From an optimization exercise on the open Yosys and OpenROAD flow, aimed at small area, a short achievable clock period and few clock cycles per item; shortcuts taken in it are not production practice.
Function was checked by simulation only, so behaviour that the tests miss may differ from the original.

==> v25: inputs <==
## booth_multiplier
module booth_multiplier #(
    parameter N = 32
) (
    input clk,
    input start,
    input signed [N-1:0] multiplicand,
    input signed [N-1:0] multiplier,
    output signed [2*N-1:0] product,
    output reg done
);
export LEC_CHECK = 0
export ABC_AREA = 1
export CAP_MARGIN = 20
export CORE_MARGIN = 2
export CORE_UTILIZATION = 60
export SETUP_SLACK_MARGIN = 0.3
export SLEW_MARGIN = 20
create_clock -name core_clock -period 4.5 [get_ports {clk}]
standard.sh (not shown) runs the stock make flow with config.mk's settings and CLKGATE_MAP_FILE= SYNTH_SCRIPT=/design/flow/synth_recipe.tcl, a recipe that flattens the netlist after the stock synthesis.
==> flow/flow/run.sh <==
#!/bin/bash
# Standard layout, except that the delay cells (clkdlybuf*, dlygate*, dlymetal*)
# may not be used after synthesis: the port buffers and repairs then use
# ordinary buffers.  Synthesis is the standard one.
set -e
cp standard.sh standard_sh.txt
bash standard.sh synth > run_synth.log 2>&1
cat >> config.mk <<'CFG'
export DONT_USE_CELLS += sky130_fd_sc_hd__clkdlybuf4s15_1 sky130_fd_sc_hd__clkdlybuf4s15_2 sky130_fd_sc_hd__clkdlybuf4s18_1 sky130_fd_sc_hd__clkdlybuf4s18_2 sky130_fd_sc_hd__clkdlybuf4s25_1 sky130_fd_sc_hd__clkdlybuf4s25_2 sky130_fd_sc_hd__clkdlybuf4s50_1 sky130_fd_sc_hd__clkdlybuf4s50_2 sky130_fd_sc_hd__dlygate4sd1_1 sky130_fd_sc_hd__dlygate4sd2_1 sky130_fd_sc_hd__dlygate4sd3_1 sky130_fd_sc_hd__dlymetal6s2s_1 sky130_fd_sc_hd__dlymetal6s4s_1 sky130_fd_sc_hd__dlymetal6s6s_1
CFG
bash standard.sh finish > run_finish.log 2>&1
==> inputs of v28, as changes to v25 <==
--- a/flow/config.mk
+++ b/flow/config.mk
@@ -10,4 +10,4 @@
 export CORE_MARGIN = 2
-export CORE_UTILIZATION = 60
-export SETUP_SLACK_MARGIN = 0.3
+export CORE_UTILIZATION = 65
+export SETUP_SLACK_MARGIN = 0.4
 export SLEW_MARGIN = 20
==> notes.md <==
quantity	v28	v25
Setup slack after layout	0.280 ns	0.290 ns
Count of buffering cells on the critical path with inverters included	3	2
Post-placement cell area	31500 µm²	31500 µm²
Critical path arrival	3.32 ns	3.31 ns
Critical path destination	product[34]	product[51]
Filler cells	2795	3510
Result of the run	no timing/DRC/antenna violations	no timing/DRC/antenna violations
Final cell utilization of the core	79.2%	71.1%
Portion of the layout cell area used by clock cells	1.74%	1.99%
Worst Hold Slack	0.754 ns	0.903 ns
DR top layer	met5	met4
Nets	4010	3985
Width of the die	212 µm	220 µm
Delay of the slowest cell on the worst path	0.55 ns	0.57 ns
Clock period minus worst slack	4.22 ns	4.21 ns
DRC violation total after the first TritonRoute iteration	3093	2721
Global Route met1 Usage	57.2%	53.7%
Share of cell area taken by flip-flops and latches	13.7%	14.1%
Area delta synth->final	20.8%	17.5%
Testbench counts of v25, summed over its fixed seeds: cycles 2,400, items 2,400.
Testbench counts of v28, summed over its fixed seeds: cycles 2,400, items 2,400.

========
==> job 6956: inputs <==
booth_multiplier again, from the RTL that the note above started with.
==> flow/config.mk <==
export PLATFORM = sky130hd
export DESIGN_NAME = booth_multiplier
export DESIGN_NICKNAME = booth_multiplier
export VERILOG_FILES = /design/flow/design.v
export SDC_FILE = /design/flow/constraint.sdc
export NUM_CORES = 4
export LEC_CHECK = 0
export ABC_AREA = 1
export CAP_MARGIN = 20
export CORE_MARGIN = 2
export CORE_UTILIZATION = 60
export SETUP_SLACK_MARGIN = 0.1
export SLEW_MARGIN = 20
export DONT_USE_CELLS += sky130_fd_sc_hd__clkdlybuf4s15_1 sky130_fd_sc_hd__clkdlybuf4s15_2 sky130_fd_sc_hd__clkdlybuf4s18_1 sky130_fd_sc_hd__clkdlybuf4s18_2 sky130_fd_sc_hd__clkdlybuf4s25_1 sky130_fd_sc_hd__clkdlybuf4s25_2 sky130_fd_sc_hd__clkdlybuf4s50_1 sky130_fd_sc_hd__clkdlybuf4s50_2 sky130_fd_sc_hd__dlygate4sd1_1 sky130_fd_sc_hd__dlygate4sd2_1 sky130_fd_sc_hd__dlygate4sd3_1 sky130_fd_sc_hd__dlymetal6s2s_1 sky130_fd_sc_hd__dlymetal6s4s_1 sky130_fd_sc_hd__dlymetal6s6s_1
==> flow/constraint.sdc <==
create_clock -name core_clock -period 4.5 [get_ports {clk}]
set_input_delay 0.9000 -clock core_clock [delete_from_list [all_inputs] [get_ports {clk}]]
set_output_delay 0.9000 -clock core_clock [all_outputs]
set_load 0.01 [all_outputs]
Scripts as last shown in full above: flow/flow/run.sh
==> inputs of job 778, as changes to job 6956 <==
--- a/flow/config.mk
+++ b/flow/config.mk
@@ -10,5 +10,7 @@
 export CORE_MARGIN = 2
 export CORE_UTILIZATION = 60
-export SETUP_SLACK_MARGIN = 0.1
+export GPL_TIMING_DRIVEN = 0
+export SETUP_SLACK_MARGIN = 0.3
 export SLEW_MARGIN = 20
+export TNS_END_PERCENT = 20
 export DONT_USE_CELLS += sky130_fd_sc_hd__clkdlybuf4s15_1 sky130_fd_sc_hd__clkdlybuf4s15_2 sky130_fd_sc_hd__clkdlybuf4s18_1 sky130_fd_sc_hd__clkdlybuf4s18_2 sky130_fd_sc_hd__clkdlybuf4s25_1 sky130_fd_sc_hd__clkdlybuf4s25_2 sky130_fd_sc_hd__clkdlybuf4s50_1 sky130_fd_sc_hd__clkdlybuf4s50_2 sky130_fd_sc_hd__dlygate4sd1_1 sky130_fd_sc_hd__dlygate4sd2_1 sky130_fd_sc_hd__dlygate4sd3_1 sky130_fd_sc_hd__dlymetal6s2s_1 sky130_fd_sc_hd__dlymetal6s4s_1 sky130_fd_sc_hd__dlymetal6s6s_1
==> inputs of job 3787, as changes to job 6956 <==
--- a/flow/config.mk
+++ b/flow/config.mk
@@ -10,5 +10,5 @@
 export CORE_MARGIN = 2
 export CORE_UTILIZATION = 60
-export SETUP_SLACK_MARGIN = 0.1
+export SETUP_SLACK_MARGIN = 0.4
 export SLEW_MARGIN = 20
 export DONT_USE_CELLS += sky130_fd_sc_hd__clkdlybuf4s15_1 sky130_fd_sc_hd__clkdlybuf4s15_2 sky130_fd_sc_hd__clkdlybuf4s18_1 sky130_fd_sc_hd__clkdlybuf4s18_2 sky130_fd_sc_hd__clkdlybuf4s25_1 sky130_fd_sc_hd__clkdlybuf4s25_2 sky130_fd_sc_hd__clkdlybuf4s50_1 sky130_fd_sc_hd__clkdlybuf4s50_2 sky130_fd_sc_hd__dlygate4sd1_1 sky130_fd_sc_hd__dlygate4sd2_1 sky130_fd_sc_hd__dlygate4sd3_1 sky130_fd_sc_hd__dlymetal6s2s_1 sky130_fd_sc_hd__dlymetal6s4s_1 sky130_fd_sc_hd__dlymetal6s6s_1
==> qor summary <==
| item | job 6956 | job 3787 | job 778 |
|---|---|---|---|
| Run status | no timing/DRC/antenna violations | no timing/DRC/antenna violations | no timing/DRC/antenna violations |
| Worst relative slew slack | 45.0% | 45.7% | 35.1% |
| Launch point of the critical path | acc_t[19]$_DFFE_PP_ | multiplier[7] | acc_s[25]$_DFFE_PP_ |
| Area of the multi-input gates | 20900 µm² | 22500 µm² | 22200 µm² |
| Worst setup path endpoint | product[33] | acc_t[32]$_DFFE_PP_ | product[55] |
| Arrival @ worst endpoint | 3.37 ns | 4.41 ns | 3.53 ns |
| Iter 0 DRT Violations | 2884 | 2896 | 4978 |
| Wire length the detailed router placed on met1 | 37.0 mm | 38.2 mm | 45.0 mm |
| Global-route met3 utilization | 11.1% | 12.2% | 31.4% |
| RSZ-0062 raised after global routing | no | yes | yes |
| Post-CTS Resized | 3 | 52 | 365 |
| DRT Pass-1 Iters | 9 | 6 | 13 |
| Antenna diodes | 0 | 0 | 6 |
| Clock buffer cells | 18 | 19 | 17 |
| Startpoint-to-endpoint class of the critical path | reg2out | in2reg | reg2out |
| Highest routed layer | met4 | met4 | met5 |
| Worst setup margin | 0.235 ns | 0.318 ns | 0.0703 ns |
| Multi-Input Combinational | 2219 | 2220 | 2218 |
| Critical path buffer and inverter count | 2 | 4 | 5 |
| Count of non-filler cells in the finished layout | 3939 | 3989 | 3849 |
| CP max-delay cell | sky130_fd_sc_hd__fa_1 | sky130_fd_sc_hd__fa_2 | sky130_fd_sc_hd__fa_1 |
| Most common cell on crit path | sky130_fd_sc_hd__nand2_1 | sky130_fd_sc_hd__fa_1 | sky130_fd_sc_hd__nand2_1 |
Testbench counts of job 6956, summed over its fixed seeds: cycles 2,400, items 2,400.
Testbench counts of job 778, summed over its fixed seeds: cycles 2,400, items 2,400.
Testbench counts of job 3787, summed over its fixed seeds: cycles 2,400, items 2,400.

port drivers added, routing unchanged:
How much do the figures lean on ideal ports? The routed layouts below were timed once more, with nothing changed but the port constraints. Step 1 assumes that a clkbuf_16 drives the clock port and a buf_2 every other input. Step 2 adds t to the input delays and takes it off the output delays; t is the mean of the earliest and latest rising clock arrival at the registers after step 1. Input paths then give back, and output paths get back, about the clock's delay inside the block. Three values: ideal, step 1, step 2; two values: the first two.
run	t (ns)	slack for setup (ns)	hold WS [ns]	clock arrival spread, ns	cell pins on the clock port's net
v25	0.559	0.290 / 0.227 / -0.218	0.903 / 0.861 / 1.420	0.019 / 0.019	1
v28	0.565	0.280 / 0.219 / -0.161	0.754 / 0.736 / 1.301	0.016 / 0.017	1
job 6956	0.564	0.235 / 0.171 / -0.294	1.054 / 1.015 / 1.493	0.017 / 0.016	1
job 778	0.573	0.070 / -0.001 / -0.376	0.624 / 0.578 / 1.151	0.018 / 0.017	1
job 3787	0.553	0.318 / 0.360 / -0.193	0.764 / 0.744 / 1.297	0.020 / 0.020	1
Met with ideal ports but missed after step 2: setup timing in every run listed. For job 6956, which loses most, drivers alone change the setup slack by -0.064 ns; drivers and shift together by -0.529 ns.
